What follows belongs to an exercise in optimizing a design on an open flow for small area and a short achievable clock period; a production flow would make more cautious choices. Function was checked by simulation only, so behaviour that the tests miss may differ from the original. Power and IR drop assume default switching activity.

job 102:
## mips_full_processor
module mips_full_processor(i_clk, i_reset,
			   o_imem_addr, i_imem_data,
			   o_dmem_addr, o_dmem_wdata, o_dmem_we, i_dmem_rdata);
Size in the first run: ~4400 cells after synthesis, about 0.050 mm² of cells after synthesis.
Settings: LEC_CHECK=0, CAP_MARGIN=20, CORE_MARGIN=2, CORE_UTILIZATION=50, CTS_BUF_LIST=sky130_fd_sc_hd__clkbuf_16, CTS_CLUSTER_DIAMETER=70, CTS_CLUSTER_SIZE=27, SLEW_MARGIN=20, SYNTH_HIERARCHICAL=1, SYNTH_MINIMUM_KEEP_SIZE=0; clock period 25.0 ns.
standard.sh (not shown) runs the stock make flow with config.mk's settings and CLKGATE_MAP_FILE= SYNTH_SCRIPT=/design/flow/synth_recipe.tcl, a recipe that flattens the netlist after the stock synthesis.
==> flow/flow/run.sh <==
#!/bin/bash
# The standard layout with two changes to how it is made:
# - the port buffers are buf_2 cells (the standard flow picks a slow delay
#   buffer, clkdlybuf4s50_1, for every input and output port);
# - timing repair is asked for a setup slack margin well above zero, so that
#   it sizes and buffers the critical paths instead of stopping once the
#   25 ns clock is met.
# The clock, the I/O delays and every other constraint are the design's.
set -euo pipefail
bash standard.sh "BUFFER_PORTS_ARGS=-buffer_cell sky130_fd_sc_hd__buf_2" \
	SETUP_SLACK_MARGIN=11 TNS_END_PERCENT=10 finish > run_standard.log 2>&1
Job 102 | status: complete | timing, DRC, antenna: pass
Input-level comparison between job 101 and job 102:
==> flow/flow/run.sh <==
#!/bin/bash
# The standard layout with two changes to how it is made:
# - the port buffers are buf_1 cells (the standard flow picks a slow delay
#   buffer, clkdlybuf4s50_1, for every input and output port);
# - timing repair is asked for a setup slack margin well above zero, so that
#   it sizes and buffers the critical paths instead of stopping once the
#   25 ns clock is met.
# The clock, the I/O delays and every other constraint are the design's.
set -euo pipefail
bash standard.sh "BUFFER_PORTS_ARGS=-buffer_cell sky130_fd_sc_hd__buf_1" \
	SETUP_SLACK_MARGIN=11.3 TNS_END_PERCENT=10 finish > run_standard.log 2>&1
## What came out
Every stage of the flow completed for job 101, and the final layout passed the timing, DRC and antenna checks. The sequential fraction of design power was comparable across job 101 and job 102. Job 101 falls short of job 102 in worst clock skew on the final layout. Total of clock buffers placed in the layout delta for job 101 relative to job 102: about 1.6% lower.

* * *

== oak ==
Another version of the RTL of mips_full_processor (not shown whole).
Size in the first run: ~4400 cells after synthesis, ~49000 sq um of cells after synthesis.
Settings: LEC_CHECK=0, CAP_MARGIN=10, CORE_MARGIN=2, CORE_UTILIZATION=50, CTS_BUF_LIST=sky130_fd_sc_hd__clkbuf_16, CTS_CLUSTER_DIAMETER=70, CTS_CLUSTER_SIZE=27, SLEW_MARGIN=10, SYNTH_HIERARCHICAL=1, SYNTH_MINIMUM_KEEP_SIZE=0; clock period 25.0 ns.
==> flow/flow/run.sh <==
#!/bin/bash
# The standard layout with two changes to how it is made:
# - the port buffers are buf_2 cells (the standard flow picks a slow delay
#   buffer, clkdlybuf4s50_1, for every input and output port);
# - timing repair is asked for a setup slack margin well above zero, so that
#   it sizes and buffers the critical paths instead of stopping once the
#   25 ns clock is met.
# The clock, the I/O delays and every other constraint are the design's.
set -euo pipefail
bash standard.sh "BUFFER_PORTS_ARGS=-buffer_cell sky130_fd_sc_hd__buf_2" \
	SETUP_SLACK_MARGIN=11 TNS_END_PERCENT=5 finish > run_standard.log 2>&1
## Diff of input files: pine against oak
Settings: swapping 10 for 20 in CAP_MARGIN; swapping 70 for 80 in CTS_CLUSTER_DIAMETER; swapping 27 for 30 in CTS_CLUSTER_SIZE; swapping 10 for 20 in SLEW_MARGIN.
diff --git a/flow/flow/run.sh b/flow/flow/run.sh
--- a/flow/flow/run.sh
+++ b/flow/flow/run.sh
@@ -9,3 +9,3 @@
 set -euo pipefail
 bash standard.sh "BUFFER_PORTS_ARGS=-buffer_cell sky130_fd_sc_hd__buf_2" \
-	SETUP_SLACK_MARGIN=11 TNS_END_PERCENT=5 finish > run_standard.log 2>&1
+	SETUP_SLACK_MARGIN=12.5 TNS_END_PERCENT=10 finish > run_standard.log 2>&1
Results
- oak consumes more power than pine.
- Of pine and oak, oak shows the lower signed area change from the synthesized netlist to the final layout, with pine above it.
- Pre-CTS setup slack on pine is ahead of oak.
- oak has a higher final weighted congestion of routability-driven global placement than pine.

static timing again, ports no longer ideal:
The flow's constraints put no driver on any port. The routed layouts listed below were extracted and timed again, unchanged, in two steps.
Step 1 (the two cells are an assumption about what drives the block):
set clk [get_ports {i_clk}]
set_driving_cell -lib_cell sky130_fd_sc_hd__clkbuf_16 $clk
set_driving_cell -lib_cell sky130_fd_sc_hd__buf_2 [delete_from_list [all_inputs] $clk]
Step 2 also shifts input and output timing later by t, the mid clock arrival at the registers, as if the neighbouring blocks saw the same clock.
Slacks: ideal / step 1 / step 2; pairs: ideal / step 1.
| run | shift t [ns] | setup slack, ns | hold WS [ns] | clock arrival spread, ns | slew at the worst register clock pin (ns) |
|---|---|---|---|---|---|
| job 102 | 0.790 | 10.952 / 10.894 / 10.546 | 0.505 / 0.505 / 0.505 | 0.039 / 0.039 | 0.11 / 0.11 |
| job 101 | 0.793 | 11.091 / 11.036 / 10.714 | 0.508 / 0.508 / 0.508 | 0.062 / 0.063 | 0.11 / 0.11 |
| oak | 0.798 | 10.928 / 10.874 / 10.444 | 0.504 / 0.504 / 0.504 | 0.033 / 0.033 | 0.11 / 0.11 |
| pine | 0.772 | 11.199 / 10.950 / 10.950 | 0.509 / 0.509 / 0.509 | 0.072 / 0.072 | 0.12 / 0.12 |
After both steps setup and hold are still met in every run listed. For oak, which loses most, drivers alone change the setup slack by -0.054 ns; drivers and shift together by -0.484 ns.
